From an optimization exercise on the open Yosys and OpenROAD flow, aimed at a short achievable clock period and few clock cycles; shortcuts taken in it are not production practice.
Power is estimated from default activity; no workload was simulated.

==> flow/design.v <==
module CPU (
    input  wire        clk,
    input  wire        rst,
    output wire [31:0] imem_addr,
    input  wire [31:0] imem_rdata,
    output wire [31:0] dmem_addr,
    output wire        dmem_we,
    output wire [ 3:0] dmem_wmask,
    output wire [31:0] dmem_wdata,
    input  wire [31:0] dmem_rdata,
    output wire        diffen,
    output wire [31:0] diffPC,
    output wire [31:0] diffInstr,
    output wire [31:0] nextPC
);
localparam [31:0] RESET_PC = 32'h80000000;
reg  [31:0] pc_f;
reg         valid_d;
reg  [31:0] pc_d, ins_d;
reg         pred_d;
reg  [31:0] tgtf_d;             
reg  [31:0] auipc_d;            
reg  [31:0] pc4_d;
reg  [31:0] oh1_d, oh2_d;       
reg         byp1_d, byp2_d;     
reg         valid_x;
reg  [31:0] pc_x, ins_x;
reg  [31:0] a_x, b_x;           
reg  [9:0]  aluop_x;            
reg         sel_alu_x, sel_ld_x, sel_dv_x;
reg  [31:0] dval_x;             
reg         br_x, jmp_x, predx_x, p8_x;
reg  [2:0]  f3_x;
reg  [31:0] tgt_x, pc4_x, alt_x;
reg         we_x;               
reg  [4:0]  rd_x;
reg         st_x;               
reg  [3:0]  wmask_x;
reg  [31:0] addr_x;
reg         csrw_x, csrs_x, ecall_x, ebreak_x;
reg  [3:0]  csrsel_x;           
reg         valid_w;
reg  [31:0] pc_w, ins_w, npc_w, res_w;
reg         we_w;
reg  [4:0]  rd_w;
reg         halted;
reg  [31:0] rf [1:31];
reg  [31:0] mstatus, mtvec, mepc, mcause;
wire [31:0] ins_f = imem_rdata;
wire        f_jal = ins_f[6:0] == 7'b1101111;
wire        f_bb  = (ins_f[6:0] == 7'b1100011) & ins_f[31];
wire        pred_f = f_jal | f_bb;
wire [31:0] immJ_f = {{12{ins_f[31]}}, ins_f[19:12], ins_f[20], ins_f[30:21], 1'b0};
wire [31:0] immB_f = {{20{ins_f[31]}}, ins_f[7], ins_f[30:25], ins_f[11:8], 1'b0};
wire [31:0] tgtJ_f = pc_f + immJ_f;
wire [31:0] tgtB_f = pc_f + immB_f;
wire [31:0] tgt_f  = ins_f[3] ? tgtJ_f : tgtB_f;
wire [31:0] tgtU_f = pc_f + {ins_f[31:12], 12'b0};
wire [31:0] pc4_f  = pc_f + 32'd4;
assign imem_addr = pc_f;
wire [4:0]  rs1_f = ins_f[19:15];
wire [4:0]  rs2_f = ins_f[24:20];
wire [31:0] oh1_f = (32'd1 << rs1_f) & ~32'd1;
wire [31:0] oh2_f = (32'd1 << rs2_f) & ~32'd1;
wire [6:0] op  = ins_d[6:0];
wire [2:0] f3  = ins_d[14:12];
wire [4:0] rs1 = ins_d[19:15];
wire [4:0] rs2 = ins_d[24:20];
wire [4:0] rd  = ins_d[11:7];
wire d_lui   = op == 7'b0110111;
wire d_auipc = op == 7'b0010111;
wire d_jal   = op == 7'b1101111;
wire d_jalr  = op == 7'b1100111;
wire d_br    = op == 7'b1100011;
wire d_ld    = op == 7'b0000011;
wire d_st    = op == 7'b0100011;
wire d_opi   = op == 7'b0010011;
wire d_op    = op == 7'b0110011;
wire d_sys   = op == 7'b1110011;
wire d_csrrw = d_sys & (f3 == 3'b001);
wire d_csrrs = d_sys & (f3 == 3'b010);
wire d_csr   = d_csrrw | d_csrrs;
wire d_ecall = ins_d == 32'h00000073;
wire d_mret  = ins_d == 32'h30200073;
wire d_ebrk  = ins_d == 32'h00100073;
wire [31:0] immI = {{20{ins_d[31]}}, ins_d[31:20]};
wire [31:0] immS = {{20{ins_d[31]}}, ins_d[31:25], ins_d[11:7]};
wire [31:0] immB = {{20{ins_d[31]}}, ins_d[7], ins_d[30:25], ins_d[11:8], 1'b0};
wire [31:0] immU = {ins_d[31:12], 12'b0};
wire [31:0] immJ = {{12{ins_d[31]}}, ins_d[19:12], ins_d[20], ins_d[30:21], 1'b0};
reg  [31:0] rfr1, rfr2;
integer k;
always @(*) begin
    rfr1 = 32'd0;
    rfr2 = 32'd0;
    for (k = 1; k < 32; k = k + 1) begin
        rfr1 = rfr1 | ({32{oh1_d[k]}} & rf[k]);
        rfr2 = rfr2 | ({32{oh2_d[k]}} & rf[k]);
    end
end
wire [31:0] rv1 = byp1_d ? res_w : rfr1;
wire [31:0] rv2 = byp2_d ? res_w : rfr2;
wire [31:0] agu   = rv1 + (d_st ? immS : immI);
wire [11:0] csra = ins_d[31:20];
wire [31:0] csr_old = (csra == 12'h341 | d_mret) ? mepc :
                      (csra == 12'h342)          ? mcause :
                      (csra == 12'h300)          ? mstatus :
                      (csra == 12'h305 | d_ecall) ? mtvec : 32'd0;
wire d_we = (d_lui | d_auipc | d_jal | d_jalr | d_ld | d_opi | d_op | d_csr) & (rd != 5'd0);
wire d_agi = (d_ld | d_st | d_jalr) & we_x & (rd_x == rs1);
wire x_taken;
wire x_mispred;
wire x_p8kill;
wire kill_fd = valid_x & (x_mispred | ebreak_x);    
wire dkill   = kill_fd | x_p8kill;                   
wire stall   = valid_d & d_agi;
wire [31:0] tgt_d = d_jalr ? agu : (d_ecall | d_mret) ? csr_old : tgtf_d;
wire        predx_d = pred_d;
wire [31:0] alt_d = predx_d ? pc4_d : tgt_d;
wire        vx_next = valid_d & ~stall & ~dkill;
wire rr  = d_op;
wire ri  = d_opi;
wire alu_add  = (ri & f3 == 3'b000) | (rr & f3 == 3'b000 & ~ins_d[30]);
wire alu_sub  = rr & f3 == 3'b000 & ins_d[30];
wire alu_sll  = (ri | rr) & f3 == 3'b001;
wire alu_slt  = (ri | rr) & f3 == 3'b010;
wire alu_sltu = (ri | rr) & f3 == 3'b011;
wire alu_xor  = (ri | rr) & f3 == 3'b100;
wire alu_srl  = (ri | rr) & f3 == 3'b101 & ~ins_d[30];
wire alu_sra  = (ri | rr) & f3 == 3'b101 & ins_d[30];
wire alu_or   = (ri | rr) & f3 == 3'b110;
wire alu_and  = (ri | rr) & f3 == 3'b111;
wire [31:0] dval_d = d_lui ? immU : d_auipc ? auipc_d : d_csr ? csr_old : pc4_d;
wire fa_d = we_x & (rd_x == rs1);
wire fb_d = we_x & (rd_x == rs2);
wire [31:0] A = a_x;
wire [31:0] B = b_x;
wire [31:0] x_add = A + B;
wire [31:0] x_sub = A - B;
wire        x_eq  = A == B;
wire        x_lt  = $signed(A) < $signed(B);
wire        x_ltu = A < B;
wire [31:0] x_sll = A << B[4:0];
wire [31:0] x_srl = A >> B[4:0];
wire [31:0] x_sra = $signed(A) >>> B[4:0];
wire [31:0] alu =
      ({32{aluop_x[0]}} & x_add)
    | ({32{aluop_x[1]}} & x_sub)
    | ({32{aluop_x[2]}} & x_sll)
    | ({32{aluop_x[3]}} & {31'd0, x_lt})
    | ({32{aluop_x[4]}} & {31'd0, x_ltu})
    | ({32{aluop_x[5]}} & (A ^ B))
    | ({32{aluop_x[6]}} & x_srl)
    | ({32{aluop_x[7]}} & x_sra)
    | ({32{aluop_x[8]}} & (A | B))
    | ({32{aluop_x[9]}} & (A & B));
reg x_cond;
always @(*) begin
    case (f3_x)
        3'b000:  x_cond = x_eq;
        3'b001:  x_cond = ~x_eq;
        3'b100:  x_cond = x_lt;
        3'b101:  x_cond = ~x_lt;
        3'b110:  x_cond = x_ltu;
        3'b111:  x_cond = ~x_ltu;
        default: x_cond = 1'b0;
    endcase
end
assign x_taken   = br_x ? x_cond : jmp_x;
assign x_mispred = (x_taken ^ predx_x) & ~x_p8kill;
assign x_p8kill  = valid_x & br_x & x_cond & ~predx_x & p8_x & valid_d & ~pred_d;
reg [31:0] ld;
always @(*) begin
    case (f3_x)
        3'b000:  ld = {{24{dmem_rdata[7]}}, dmem_rdata[7:0]};
        3'b001:  ld = {{16{dmem_rdata[15]}}, dmem_rdata[15:0]};
        3'b100:  ld = {24'd0, dmem_rdata[7:0]};
        3'b101:  ld = {16'd0, dmem_rdata[15:0]};
        default: ld = dmem_rdata;
    endcase
end
wire [31:0] res_x = ({32{sel_alu_x}} & alu) | ({32{sel_ld_x}} & ld) | ({32{sel_dv_x}} & dval_x);
assign dmem_addr  = addr_x;
assign dmem_we    = st_x & ~rst;
assign dmem_wmask = wmask_x;
assign dmem_wdata = B;
wire [31:0] csr_new = csrs_x ? (dval_x | A) : A;
assign diffen    = valid_w;
assign diffPC    = pc_w;
assign diffInstr = ins_w;
assign nextPC    = npc_w;
always @(posedge clk) begin
    if (rst)
        pc_f <= RESET_PC;
    else if (kill_fd)
        pc_f <= alt_x;
    else if (!stall)
        pc_f <= pred_f ? tgt_f : pc4_f;
end
always @(posedge clk) begin
    if (rst | kill_fd)
        valid_d <= 1'b0;
    else if (!stall)
        valid_d <= ~halted;
    if (!stall) begin
        pc_d   <= pc_f;
        ins_d  <= ins_f;
        pred_d <= pred_f;
        tgtf_d <= tgt_f;
        auipc_d <= tgtU_f;
        pc4_d  <= pc4_f;
        oh1_d  <= oh1_f;
        oh2_d  <= oh2_f;
        byp1_d <= we_x & (rd_x == rs1_f);
        byp2_d <= we_x & (rd_x == rs2_f);
    end else begin
        byp1_d <= we_x & (rd_x == rs1);
        byp2_d <= we_x & (rd_x == rs2);
    end
end
always @(posedge clk) begin
    if (rst) begin
        valid_x <= 1'b0;
        we_x    <= 1'b0;
        st_x    <= 1'b0;
        csrw_x  <= 1'b0;
        ecall_x <= 1'b0;
        ebreak_x <= 1'b0;
        br_x    <= 1'b0;
        jmp_x   <= 1'b0;
        predx_x <= 1'b0;
    end else begin
        valid_x <= vx_next;
        we_x    <= vx_next & d_we;
        st_x    <= vx_next & d_st;
        csrw_x  <= vx_next & d_csr;
        ecall_x <= vx_next & d_ecall;
        ebreak_x <= vx_next & d_ebrk;
        br_x    <= vx_next & d_br;
        jmp_x   <= vx_next & (d_jal | d_jalr | d_ecall | d_mret);
        predx_x <= vx_next & predx_d;
    end
    pc_x    <= pc_d;
    ins_x   <= ins_d;
    a_x     <= fa_d ? res_x : rv1;
    b_x     <= d_opi ? immI : fb_d ? res_x : rv2;
    aluop_x <= {alu_and, alu_or, alu_sra, alu_srl, alu_xor, alu_sltu, alu_slt, alu_sll, alu_sub, alu_add};
    sel_alu_x <= d_op | d_opi;
    sel_ld_x  <= d_ld;
    sel_dv_x  <= ~(d_op | d_opi | d_ld);
    dval_x  <= dval_d;
    p8_x    <= immB == 32'd8;
    f3_x    <= f3;
    tgt_x   <= tgt_d;
    pc4_x   <= pc4_d;
    alt_x   <= alt_d;
    rd_x    <= rd;
    wmask_x <= (f3[1:0] == 2'b00) ? 4'b0001 : (f3[1:0] == 2'b01) ? 4'b0011 : 4'b1111;
    addr_x  <= agu;
    csrs_x  <= d_csrrs;
    csrsel_x <= {csra == 12'h342, csra == 12'h341, csra == 12'h305, csra == 12'h300};
end
always @(posedge clk) begin
    if (we_w)
        rf[rd_w] <= res_w;
end
always @(posedge clk) begin
    if (rst) begin
        mstatus <= 32'h1800;
        mtvec   <= 32'd0;
        mepc    <= 32'd0;
        mcause  <= 32'd0;
    end else if (csrw_x) begin
        if (csrsel_x[0]) mstatus <= csr_new;
        if (csrsel_x[1]) mtvec   <= csr_new;
        if (csrsel_x[2]) mepc    <= csr_new;
        if (csrsel_x[3]) mcause  <= csr_new;
    end else if (ecall_x) begin
        mepc   <= pc_x;
        mcause <= 32'd11;
    end
end
always @(posedge clk) begin
    if (rst)
        halted <= 1'b0;
    else if (ebreak_x)
        halted <= 1'b1;
end
always @(posedge clk) begin
    if (rst) begin
        valid_w <= 1'b0;
        we_w    <= 1'b0;
    end else begin
        valid_w <= valid_x;
        we_w    <= we_x;
    end
    rd_w  <= rd_x;
    pc_w  <= pc_x;
    ins_w <= ins_x;
    npc_w <= x_taken ? tgt_x : pc4_x;
    res_w <= res_x;
end
endmodule
clock: 11.0 ns
lec_check: 0
cap_margin: 20
core_margin: 2
core_utilization: 40
place_density: 0.6
slew_margin: 20
standard.sh (not shown) runs the stock make flow with config.mk's settings and CLKGATE_MAP_FILE= SYNTH_SCRIPT=/design/flow/synth_recipe.tcl, a recipe that flattens the netlist after the stock synthesis.
==> flow/flow/run.sh <==
#!/bin/bash
set -euo pipefail
bash standard.sh finish SETUP_SLACK_MARGIN=6 > standard.log 2>&1
Next try:
--- a/flow/design.v
+++ b/flow/design.v
@@ -16,13 +16,10 @@
 localparam [31:0] RESET_PC = 32'h80000000;
 reg  [31:0] pc_f;
 reg         valid_d;
 reg  [31:0] pc_d, ins_d;
 reg         pred_d;
-reg  [31:0] tgtf_d;             
-reg  [31:0] auipc_d;            
-reg  [31:0] pc4_d;
 reg  [31:0] oh1_d, oh2_d;       
 reg         byp1_d, byp2_d;     
 reg         valid_x;
 reg  [31:0] pc_x, ins_x;
 reg  [31:0] a_x, b_x;           
@@ -53,12 +50,10 @@
 wire [31:0] immJ_f = {{12{ins_f[31]}}, ins_f[19:12], ins_f[20], ins_f[30:21], 1'b0};
 wire [31:0] immB_f = {{20{ins_f[31]}}, ins_f[7], ins_f[30:25], ins_f[11:8], 1'b0};
 wire [31:0] tgtJ_f = pc_f + immJ_f;
 wire [31:0] tgtB_f = pc_f + immB_f;
 wire [31:0] tgt_f  = ins_f[3] ? tgtJ_f : tgtB_f;
-wire [31:0] tgtU_f = pc_f + {ins_f[31:12], 12'b0};
-wire [31:0] pc4_f  = pc_f + 32'd4;
 assign imem_addr = pc_f;
 wire [4:0]  rs1_f = ins_f[19:15];
 wire [4:0]  rs2_f = ins_f[24:20];
 wire [31:0] oh1_f = (32'd1 << rs1_f) & ~32'd1;
 wire [31:0] oh2_f = (32'd1 << rs2_f) & ~32'd1;
@@ -99,10 +94,12 @@
     end
 end
 wire [31:0] rv1 = byp1_d ? res_w : rfr1;
 wire [31:0] rv2 = byp2_d ? res_w : rfr2;
 wire [31:0] agu   = rv1 + (d_st ? immS : immI);
+wire [31:0] pcimm = pc_d + (d_jal ? immJ : d_br ? immB : immU);
+wire [31:0] pc4_d = pc_d + 32'd4;
 wire [11:0] csra = ins_d[31:20];
 wire [31:0] csr_old = (csra == 12'h341 | d_mret) ? mepc :
                       (csra == 12'h342)          ? mcause :
                       (csra == 12'h300)          ? mstatus :
                       (csra == 12'h305 | d_ecall) ? mtvec : 32'd0;
@@ -112,12 +109,14 @@
 wire x_mispred;
 wire x_p8kill;
 wire kill_fd = valid_x & (x_mispred | ebreak_x);    
 wire dkill   = kill_fd | x_p8kill;                   
 wire stall   = valid_d & d_agi;
-wire [31:0] tgt_d = d_jalr ? agu : (d_ecall | d_mret) ? csr_old : tgtf_d;
-wire        predx_d = pred_d;
+wire d_jump  = d_jalr | d_ecall | d_mret;           
+wire redir_d = valid_d & d_jump & ~stall & ~dkill;
+wire [31:0] tgt_d = d_jalr ? agu : (d_ecall | d_mret) ? csr_old : pcimm;
+wire        predx_d = pred_d | d_jump;
 wire [31:0] alt_d = predx_d ? pc4_d : tgt_d;
 wire        vx_next = valid_d & ~stall & ~dkill;
 wire rr  = d_op;
 wire ri  = d_opi;
 wire alu_add  = (ri & f3 == 3'b000) | (rr & f3 == 3'b000 & ~ins_d[30]);
@@ -128,11 +127,11 @@
 wire alu_xor  = (ri | rr) & f3 == 3'b100;
 wire alu_srl  = (ri | rr) & f3 == 3'b101 & ~ins_d[30];
 wire alu_sra  = (ri | rr) & f3 == 3'b101 & ins_d[30];
 wire alu_or   = (ri | rr) & f3 == 3'b110;
 wire alu_and  = (ri | rr) & f3 == 3'b111;
-wire [31:0] dval_d = d_lui ? immU : d_auipc ? auipc_d : d_csr ? csr_old : pc4_d;
+wire [31:0] dval_d = d_lui ? immU : d_auipc ? pcimm : d_csr ? csr_old : pc4_d;
 wire fa_d = we_x & (rd_x == rs1);
 wire fb_d = we_x & (rd_x == rs2);
 wire [31:0] A = a_x;
 wire [31:0] B = b_x;
 wire [31:0] x_add = A + B;
@@ -192,25 +191,24 @@
 always @(posedge clk) begin
     if (rst)
         pc_f <= RESET_PC;
     else if (kill_fd)
         pc_f <= alt_x;
+    else if (redir_d)
+        pc_f <= tgt_d;
     else if (!stall)
-        pc_f <= pred_f ? tgt_f : pc4_f;
+        pc_f <= pred_f ? tgt_f : pc_f + 32'd4;
 end
 always @(posedge clk) begin
     if (rst | kill_fd)
         valid_d <= 1'b0;
     else if (!stall)
-        valid_d <= ~halted;
+        valid_d <= ~kill_fd & ~redir_d & ~halted;
     if (!stall) begin
         pc_d   <= pc_f;
         ins_d  <= ins_f;
         pred_d <= pred_f;
-        tgtf_d <= tgt_f;
-        auipc_d <= tgtU_f;
-        pc4_d  <= pc4_f;
         oh1_d  <= oh1_f;
         oh2_d  <= oh2_f;
         byp1_d <= we_x & (rd_x == rs1_f);
         byp2_d <= we_x & (rd_x == rs2_f);
     end else begin
@@ -235,11 +233,11 @@
         st_x    <= vx_next & d_st;
         csrw_x  <= vx_next & d_csr;
         ecall_x <= vx_next & d_ecall;
         ebreak_x <= vx_next & d_ebrk;
         br_x    <= vx_next & d_br;
-        jmp_x   <= vx_next & (d_jal | d_jalr | d_ecall | d_mret);
+        jmp_x   <= vx_next & (d_jal | d_jump);
         predx_x <= vx_next & predx_d;
     end
     pc_x    <= pc_d;
     ins_x   <= ins_d;
     a_x     <= fa_d ? res_x : rv1;
The new run completed with no timing, DRC or antenna violations.
Clock skew came out higher by 0.039 ns.
Die area went down by about 1.5%.
Wire length increases by 1.2%.
Non-clock buffer count goes up by 29.
Total power went down by about 4.7%.
Design area decreases by about 0.8%.
First-iteration DRC count is lower by about 4.3%.
Critical path depth does not change.
Via count came out higher by 1.7%.
Combinational power decreases by about 2%.
Utilization increases by 0.22 points.
Global-route usage grows by 0.90 points.
Worst hold slack stays flat.
Synthesized cell count went up by 1.5%.
No functional check of the RTL was part of any run of this note.

port drivers added, routing unchanged:
In the flow no input, the clock included, has a driving cell. The finished layouts below were timed again as built, in two steps. Step 1, drivers: a clkbuf_16 drives clk and a buf_2 each remaining input, both assumed. Step 2 also shifts input and output timing later by t, the mid clock arrival at the registers, as if the neighbouring blocks saw the same clock. a / b / c = no drivers / after step 1 / after step 2; a / b = the first two.
run | t, ns | setup slack, ns | worst hold slack (ns) | worst data-port slew with drivers (ns)
the first run | 0.935 | 5.800 / 5.800 / 5.330 | 0.327 / 0.327 / 0.327 | 0.06
the second run | 0.925 | 5.881 / 5.881 / 5.103 | 0.326 / 0.326 / 0.326 | 0.06
After both steps every run listed still meets setup and hold. For the second run, which loses most, drivers alone change the setup slack by 0.000 ns; drivers and shift together by -0.778 ns.
